Background: an optimization exercise with open tools, aiming at small area, a short achievable clock period and few clock cycles per item. Do not read the settings as production practice.
In this exercise RTL edits were held to simulation tests only and were not proved equivalent to the original.
No activity file was given, so power comes from the tool's default toggle rates.

==> 09-28: inputs <==
## spiral
module spiral #(
  parameter DATA_WIDTH = 8,
  parameter R_WIDTH  = 3,
  parameter C_WIDTH  = 3
)
(
  input  logic                  clk,
  input  logic                  rstn,
  input  logic [R_WIDTH-1:0]    row,  
  input  logic [C_WIDTH-1:0]    col,  
  input  logic [DATA_WIDTH-1:0] data_in,
  input  logic                  data_in_valid,
  output logic                  data_in_rdy,
  output logic [DATA_WIDTH-1:0] data_out,
  output logic                  data_out_valid,
  input  logic                  data_out_rdy
);
  localparam int N = 7;
  localparam logic [N-1:0] LO = 7'b0000001;    
  localparam logic [N-1:0] HI = 7'b1000000;    
  function automatic logic [N-1:0] rev(input logic [N-1:0] x);
    for (int k = 0; k < N; k++) rev[k] = x[N-1-k];
  endfunction
  function automatic logic [N-1:0] dec1(input logic [2:0] x);
    dec1 = '0;
    for (int k = 0; k < N; k++) if (x == 3'(k + 1)) dec1[k] = 1'b1;
  endfunction
  logic [DATA_WIDTH-1:0] mem [0:N-1][0:N-1];
  logic [N*N-1:0]        full;
  ...
clock: 7.0 ns
lec_check: 0
cap_margin: 20
core_margin: 2
core_utilization: 50
cts_cluster_diameter: 80
cts_cluster_size: 20
setup_slack_margin: 4.5
slew_margin: 20
standard.sh (not shown) runs the stock make flow with config.mk's settings and CLKGATE_MAP_FILE= SYNTH_SCRIPT=/design/flow/synth_recipe.tcl, a recipe that flattens the netlist after the stock synthesis.
==> flow/flow/run.sh <==
#!/bin/bash
# The standard layout (standard synthesis and ORFS steps), except that
# clock tree synthesis is told not to add dummy load cells for balancing.
set -euo pipefail
export CTS_ARGS="-sink_clustering_enable -repair_clock_nets -dont_use_dummy_load -sink_clustering_size 20 -sink_clustering_max_diameter 80"
bash standard.sh > standard.log 2>&1
==> inputs of 11-14, as changes to 09-28 <==
==> flow/run.sh (new file) <==
#!/bin/bash
# synth_recipe.tcl (not shown) runs the flow's synth.tcl, then flattens the netlist and writes it again
# the make line also repeats each setting of config.mk as NAME=value (left out here)
make -C /OpenROAD-flow-scripts/flow DESIGN_CONFIG=/design/flow/config.mk WORK_HOME=/design/flow/orfs CLKGATE_MAP_FILE= SYNTH_SCRIPT=/design/flow/synth_recipe.tcl finish
Settings changed: CTS_BUF_LIST set to sky130_fd_sc_hd__clkbuf_4 sky130_fd_sc_hd__clkbuf_8, CTS_CLUSTER_DIAMETER 80 to unset, CTS_CLUSTER_SIZE 20 to unset.
removed: flow/flow/run.sh
removed: flow/standard.sh
==> notes <==
Of 11-14 and 09-28, 11-14 has the higher non-clock buffer count (gap 6).
Sequential cell count is the same in 09-28 and 11-14.
In 11-14 the register-to-register slack is better than in 09-28, by 50 ps.
Count of clock-buffer cells in the layout: 11-14 is higher than 09-28 (84).
Sequential share of layout area: 09-28 is higher than 11-14 (2.3 points).
Of 09-28 and 11-14, 11-14 has the higher via count (gap about 2.6%, measured against 11-14).
Cell area: 09-28 is lower than 11-14 (3.6%).
In synthesized area, 09-28 and 11-14 do not differ.
Testbench counts of 09-28, summed over its fixed seeds: cycles 9,408, items 8,134.
Testbench counts of 11-14, summed over its fixed seeds: cycles 9,408, items 8,134.

---

==> inputs of run H <==
==> flow/design.v <==
module spiral #(
  parameter DATA_WIDTH = 8,
  parameter R_WIDTH  = 3,
  parameter C_WIDTH  = 3
)
(
  input  logic                  clk,
  input  logic                  rstn,
  input  logic [R_WIDTH-1:0]    row,  
  input  logic [C_WIDTH-1:0]    col,  
  input  logic [DATA_WIDTH-1:0] data_in,
  input  logic                  data_in_valid,
  output logic                  data_in_rdy,
  output logic [DATA_WIDTH-1:0] data_out,
  output logic                  data_out_valid,
  input  logic                  data_out_rdy
);
  localparam int N = 7;
  localparam logic [N-1:0] LO = 7'b0000001;    
  localparam logic [N-1:0] HI = 7'b1000000;    
  function automatic logic [N-1:0] rev(input logic [N-1:0] x);
    for (int k = 0; k < N; k++) rev[k] = x[N-1-k];
  endfunction
  function automatic logic [N-1:0] dec1(input logic [2:0] x);
    dec1 = '0;
    for (int k = 0; k < N; k++) if (x == 3'(k + 1)) dec1[k] = 1'b1;
  endfunction
  logic [DATA_WIDTH-1:0] mem [0:N-1][0:N-1];
  logic [N*N-1:0]        full;
  function automatic logic full_at(input logic [N-1:0] r, input logic [N-1:0] c,
                                   input logic [N*N-1:0] f);
    logic [N-1:0] hit;
    for (int i = 0; i < N; i++) hit[i] = r[i] && |(f[i*N +: N] & c);
    full_at = |hit;
  endfunction
  function automatic logic same(input logic [N-1:0] r0, input logic [N-1:0] c0,
                                input logic [N-1:0] r1, input logic [N-1:0] c1);
    same = |(r0 & r1) && |(c0 & c1);
  endfunction
  logic [N-1:0] wrow, wcol;
  logic         wo;
  logic         wfire, w_eor, w_eom, first_w;
  logic         up;             
  assign wfire   = data_in_valid && data_in_rdy;
  logic eor_q, lr_q;
  assign first_w = wo ? (wrow[N-1] && wcol[N-1]) : (wrow[0] && wcol[0]);
  assign w_eor   = first_w ? (col == 3'd1) : eor_q;
  assign w_eom   = w_eor && (first_w ? (row == 3'd1) : lr_q);
  logic [N-1:0] a_col, b_row, b_col, c_rc;
  assign a_col = wo ? (wcol >> 1) : (wcol << 1);
  assign b_row = wo ? (wrow >> 1) : (wrow << 1);
  logic a_eor, b_lr;        
  assign a_eor = |((wo ? rev(a_col) : a_col) & dec1(col));
  assign b_lr  = |((wo ? rev(b_row) : b_row) & dec1(row));
  assign b_col = wo ? HI : LO;
  assign c_rc  = wo ? LO : HI;
  localparam logic [1:0] D_R = 2'd0, D_D = 2'd1, D_L = 2'd2, D_U = 2'd3;
  logic         ract, ro, rok;
  logic [N-1:0] rrow, rcol;
  logic [1:0]   rdir;
  logic [2:0]   cnt, hn, vn;    
  logic         rfire, seg_end, rdone;
  logic r_wcur, byp, rav;
  assign r_wcur  = ract && same(wrow, wcol, rrow, rcol);
  assign byp     = !rok && wfire && r_wcur;
  assign rav     = rok || byp;
  assign rfire   = rav && (!data_out_valid || data_out_rdy);
  assign seg_end = (cnt == 3'd1);
  assign rdone   = seg_end && (rdir[0] ? (hn == 3'd1) : (vn == 3'd1));
  logic [1:0]   ndir;
  logic [N-1:0] adv_row, adv_col;
  always_comb begin
    ndir = seg_end ? rdir + 2'd1 : rdir;
    adv_row = rrow; adv_col = rcol;
    case (ndir)
      D_R: adv_col = ro ? (rcol >> 1) : (rcol << 1);
      D_D: adv_row = ro ? (rrow >> 1) : (rrow << 1);
      D_L: adv_col = ro ? (rcol << 1) : (rcol >> 1);
      default: adv_row = ro ? (rrow << 1) : (rrow >> 1);
    endcase
  end
  logic [5:0] qs [0:1];
  logic         ro_s;
  logic [N-1:0] s_rc;
  logic         start_ok;
  logic [5:0]   rshape;
  assign ro_s     = ract ? ~ro : ro;
  assign s_rc     = ro_s ? HI : LO;
  logic rc_cur, rc_a, rc_b, rc_c;      
  assign rc_cur = rfire && same(rrow, rcol, wrow, wcol);
  assign rc_a   = rfire && same(rrow, rcol, wrow, a_col);
  assign rc_b   = rfire && same(rrow, rcol, b_row, b_col);
  assign rc_c   = rfire && same(rrow, rcol, c_rc, c_rc);
  logic fcol_lo, fcol_hi;
  logic w_f_a, w_f_b, w_f_c, w_busy_n;
  assign w_f_a = full_at(wrow, a_col, full) && !rc_a;
  assign w_f_b = full_at(b_row, b_col, full) && !rc_b;
  assign w_f_c = (full_at(c_rc, c_rc, full) && !rc_c) ||
                 (same(wrow, wcol, c_rc, c_rc) && !(byp && rfire));
  always_comb begin
    if (!wfire)      w_busy_n = !data_in_rdy && up && !rc_cur;
    else if (!w_eor) w_busy_n = w_f_a;
    else if (!w_eom) w_busy_n = w_f_b;
    else             w_busy_n = w_f_c;
  end
  logic [N-1:0] frow, fcol;
  always_comb
    for (int k = 0; k < N; k++) begin
      frow[k] = 1'b0; fcol[k] = 1'b0;
      for (int i = 0; i < N; i++) begin
        frow[k] = frow[k] | (rrow[i] && full[i*N + k]);
        fcol[k] = fcol[k] | (rcol[i] && full[k*N + i]);
      end
    end
  logic r_f_adv, r_f_s;
  assign r_f_adv = (ndir[0] ? |(fcol & adv_row) : |(frow & adv_col)) ||
                   (wfire && same(wrow, wcol, adv_row, adv_col));
  logic r_full_s;
  assign r_full_s = full_at(s_rc, s_rc, full);
  assign r_f_s    = r_full_s || (wfire && same(wrow, wcol, s_rc, s_rc));
  assign start_ok = r_f_s;
  assign rshape   = r_full_s ? qs[ro_s] : {row, col};
  always_ff @(posedge clk or negedge rstn) begin
    if (!rstn) begin
      wrow <= LO; wcol <= LO; wo <= 1'b0;
      eor_q <= 1'b0; lr_q <= 1'b0;
      data_in_rdy <= 1'b0;
      up <= 1'b0;
      ract <= 1'b0; ro <= 1'b0; rok <= 1'b0;
      data_out_valid <= 1'b0;
      full <= '0;
    end else begin
      data_in_rdy <= !w_busy_n;
      up <= 1'b1;
      if (wfire) begin
        if (!w_eor) begin
          wcol <= a_col;
          eor_q <= a_eor;
          if (first_w) lr_q <= (row == 3'd1);
        end else if (!w_eom) begin
          wrow <= b_row; wcol <= b_col;
          eor_q <= (col == 3'd1);
          lr_q <= b_lr;
        end else begin
          wrow <= c_rc; wcol <= c_rc; wo <= ~wo;
        end
      end
      if (!ract || (rfire && rdone)) begin
        if (ract) ro <= ~ro;
        ract <= start_ok;
        rok  <= start_ok;
      end else if (rfire) begin
        rok  <= r_f_adv;
      end else begin
        rok <= rav;
      end
      if (rfire) data_out_valid <= 1'b1;
      else if (data_out_rdy) data_out_valid <= 1'b0;
      for (int i = 0; i < N; i++)
        for (int j = 0; j < N; j++) begin
          if (rfire && rrow[i] && rcol[j]) full[i*N+j] <= 1'b0;
          else if (wfire && wrow[i] && wcol[j]) full[i*N+j] <= 1'b1;
        end
    end
  end
  always_ff @(posedge clk) begin
    if (wfire && first_w) qs[wo] <= {row, col};
    if (!ract || (rfire && rdone)) begin
      rdir <= D_R;
      cnt  <= rshape[2:0];
      hn   <= rshape[2:0];
      vn   <= rshape[5:3];
      rrow <= s_rc; rcol <= s_rc;
    end else if (rfire) begin
      rdir <= ndir;
      if (seg_end) begin
        if (rdir[0]) begin cnt <= hn - 3'd1; hn <= hn - 3'd1; end
        else         begin cnt <= vn - 3'd1; vn <= vn - 3'd1; end
      end else cnt <= cnt - 3'd1;
      rrow <= adv_row; rcol <= adv_col;
    end
  end
  logic [DATA_WIDTH-1:0] colv [0:N-1];
  logic [DATA_WIDTH-1:0] rdata;
  always_comb begin
    for (int j = 0; j < N; j++) begin
      colv[j] = '0;
      for (int i = 0; i < N; i++) colv[j] = colv[j] | (mem[i][j] & {DATA_WIDTH{rrow[i]}});
    end
    rdata = '0;
    for (int j = 0; j < N; j++) rdata = rdata | (colv[j] & {DATA_WIDTH{rcol[j]}});
  end
  always_ff @(posedge clk) begin
    for (int i = 0; i < N; i++)
      for (int j = 0; j < N; j++)
        if (wfire && wrow[i] && wcol[j]) mem[i][j] <= data_in;
    if (rfire) data_out <= rok ? rdata : data_in;
  end
endmodule
==> flow/run.sh <==
#!/bin/bash
# synth_recipe.tcl (not shown) runs the flow's synth.tcl, then flattens the netlist and writes it again
# the make line also repeats each setting of config.mk as NAME=value (left out here)
make -C /OpenROAD-flow-scripts/flow DESIGN_CONFIG=/design/flow/config.mk WORK_HOME=/design/flow/orfs CLKGATE_MAP_FILE= SYNTH_SCRIPT=/design/flow/synth_recipe.tcl finish
==> flow/config.mk <==
export PLATFORM = sky130hd
export DESIGN_NAME = spiral
export DESIGN_NICKNAME = spiral
export VERILOG_FILES = /design/flow/design.v
export SDC_FILE = /design/flow/constraint.sdc
export NUM_CORES = 4
export LEC_CHECK = 0
export CAP_MARGIN = 20
export CORE_MARGIN = 2
export CORE_UTILIZATION = 50
export CTS_CLUSTER_DIAMETER = 80
export CTS_CLUSTER_SIZE = 20
export SETUP_SLACK_MARGIN = 4.65
export SLEW_MARGIN = 20
==> flow/constraint.sdc <==
create_clock -name core_clock -period 7.0 [get_ports {clk}]
set_input_delay 1.4000 -clock core_clock [delete_from_list [all_inputs] [get_ports {clk}]]
set_output_delay 1.4000 -clock core_clock [all_outputs]
set_load 0.01 [all_outputs]
==> run C (differences from run H) <==
SETUP_SLACK_MARGIN = 4.5   (was 4.65)
==> run G (differences from run H) <==
--- a/flow/design.v
+++ b/flow/design.v
@@ -41,5 +41,4 @@
   logic         wo;
   logic         wfire, w_eor, w_eom, first_w;
-  logic         up;             
   assign wfire   = data_in_valid && data_in_rdy;
   logic eor_q, lr_q;
@@ -61,9 +60,5 @@
   logic [2:0]   cnt, hn, vn;    
   logic         rfire, seg_end, rdone;
-  logic r_wcur, byp, rav;
-  assign r_wcur  = ract && same(wrow, wcol, rrow, rcol);
-  assign byp     = !rok && wfire && r_wcur;
-  assign rav     = rok || byp;
-  assign rfire   = rav && (!data_out_valid || data_out_rdy);
+  assign rfire   = rok && (!data_out_valid || data_out_rdy);
   assign seg_end = (cnt == 3'd1);
   assign rdone   = seg_end && (rdir[0] ? (hn == 3'd1) : (vn == 3'd1));
@@ -96,24 +91,13 @@
   assign w_f_a = full_at(wrow, a_col, full) && !rc_a;
   assign w_f_b = full_at(b_row, b_col, full) && !rc_b;
-  assign w_f_c = (full_at(c_rc, c_rc, full) && !rc_c) ||
-                 (same(wrow, wcol, c_rc, c_rc) && !(byp && rfire));
+  assign w_f_c = (full_at(c_rc, c_rc, full) && !rc_c) || same(wrow, wcol, c_rc, c_rc);
   always_comb begin
-    if (!wfire)      w_busy_n = !data_in_rdy && up && !rc_cur;
+    if (!wfire)      w_busy_n = !data_in_rdy && !rc_cur;
     else if (!w_eor) w_busy_n = w_f_a;
     else if (!w_eom) w_busy_n = w_f_b;
     else             w_busy_n = w_f_c;
   end
-  logic [N-1:0] frow, fcol;
-  always_comb
-    for (int k = 0; k < N; k++) begin
-      frow[k] = 1'b0; fcol[k] = 1'b0;
-      for (int i = 0; i < N; i++) begin
-        frow[k] = frow[k] | (rrow[i] && full[i*N + k]);
-        fcol[k] = fcol[k] | (rcol[i] && full[k*N + i]);
-      end
-    end
   logic r_f_adv, r_f_s;
-  assign r_f_adv = (ndir[0] ? |(fcol & adv_row) : |(frow & adv_col)) ||
-                   (wfire && same(wrow, wcol, adv_row, adv_col));
+  assign r_f_adv = full_at(adv_row, adv_col, full) || (wfire && same(wrow, wcol, adv_row, adv_col));
   logic r_full_s;
   assign r_full_s = full_at(s_rc, s_rc, full);
@@ -125,6 +109,5 @@
       wrow <= LO; wcol <= LO; wo <= 1'b0;
       eor_q <= 1'b0; lr_q <= 1'b0;
-      data_in_rdy <= 1'b0;
-      up <= 1'b0;
+      data_in_rdy <= 1'b1;
       ract <= 1'b0; ro <= 1'b0; rok <= 1'b0;
       data_out_valid <= 1'b0;
@@ -132,5 +115,4 @@
     end else begin
       data_in_rdy <= !w_busy_n;
-      up <= 1'b1;
       if (wfire) begin
         if (!w_eor) begin
@@ -153,5 +135,5 @@
         rok  <= r_f_adv;
       end else begin
-        rok <= rav;
+        rok <= rok || (wfire && same(wrow, wcol, rrow, rcol));
       end
       if (rfire) data_out_valid <= 1'b1;
@@ -159,6 +141,6 @@
       for (int i = 0; i < N; i++)
         for (int j = 0; j < N; j++) begin
-          if (rfire && rrow[i] && rcol[j]) full[i*N+j] <= 1'b0;
-          else if (wfire && wrow[i] && wcol[j]) full[i*N+j] <= 1'b1;
+          if (wfire && wrow[i] && wcol[j]) full[i*N+j] <= 1'b1;
+          else if (rfire && rrow[i] && rcol[j]) full[i*N+j] <= 1'b0;
         end
     end
@@ -195,5 +177,5 @@
       for (int j = 0; j < N; j++)
         if (wfire && wrow[i] && wcol[j]) mem[i][j] <= data_in;
-    if (rfire) data_out <= rok ? rdata : data_in;
+    if (rfire) data_out <= rdata;
   end
 endmodule
CTS_CLUSTER_DIAMETER = unset   (was 80)
CTS_CLUSTER_SIZE = unset   (was 20)
SETUP_SLACK_MARGIN = 4.5   (was 4.65)
==> qor summary <==
metric                                                                                        run G                    run H                    run C
Overall power consumption                                                                   6410 uW                  9800 uW                  8830 uW
Final HPWL DP                                                                               35.2 mm                  38.4 mm                  38.1 mm
Proportion of register bits with asynchronous set or reset after synthesis                    14.0%                    14.1%                    14.1%
Clock-cell share of area                                                                      7.53%                    3.49%                    3.94%
Portion of netlist area occupied by mux cells                                                 1.27%                    2.02%                    2.02%
Outcome                                                                     complete, no violations  complete, no violations  complete, no violations
Cell count after placement                                                                     1896                     1958                     1956
Seq cells                                                                                       508                      509                      509
Fin cells                                                                                      2086                     2153                     2057
Standard cell area after detailed placement                                             21500 sq um              22200 sq um              22000 sq um
Hold Slack                                                                                 0.507 ns                 0.555 ns                 0.549 ns
Net switching component of the power                                                        1270 uW                  3760 uW                  3310 uW
Number of non-clock inverters                                                                    22                       14                       13
Testbench counts of run H, summed over its fixed seeds: cycles 9,408, items 8,134.
Testbench counts of run C, summed over its fixed seeds: cycles 9,408, items 8,134.
Testbench counts of run G, summed over its fixed seeds: cycles 9,507, items 8,134.

==> afterwards: timing with drivers on the ports <==
Ports are ideal in the flow. The routed layouts listed here were re-timed in OpenROAD. Step 1 sets driving cells, clkbuf_16 on the clock port and buf_2 on the other inputs (assumed; they add their load-dependent delay and slew). Step 2 adds t to the input delays and takes it off the output delays; t is the mean of the earliest and latest rising clock arrival at the registers after step 1. Input paths then give back, and output paths get back, about the clock's delay inside the block. Slacks: no drivers / after step 1 / after step 2; pairs: no drivers / after step 1.
run	t (ns)	setup slack, ns	worst hold slack (ns)	worst setup path at the end	cell pins on the clock port's net
09-28	0.637	4.359 / 4.326 / 3.861	0.543 / 0.543 / 0.543	input to register	1
11-14	0.694	4.332 / 4.282 / 3.847	0.551 / 0.551 / 0.551	input to register	1
run H	0.673	4.339 / 4.280 / 3.911	0.555 / 0.555 / 0.555	input to register	1
run C	0.653	4.308 / 4.308 / 3.785	0.549 / 0.549 / 0.549	input to register	1
run G	0.657	4.301 / 4.267 / 3.820	0.507 / 0.507 / 0.507	input to register	1
After both steps every run listed still meets setup and hold. The setup slack of run C, which loses most, moves by 0.000 ns with the drivers and by -0.523 ns with both steps.
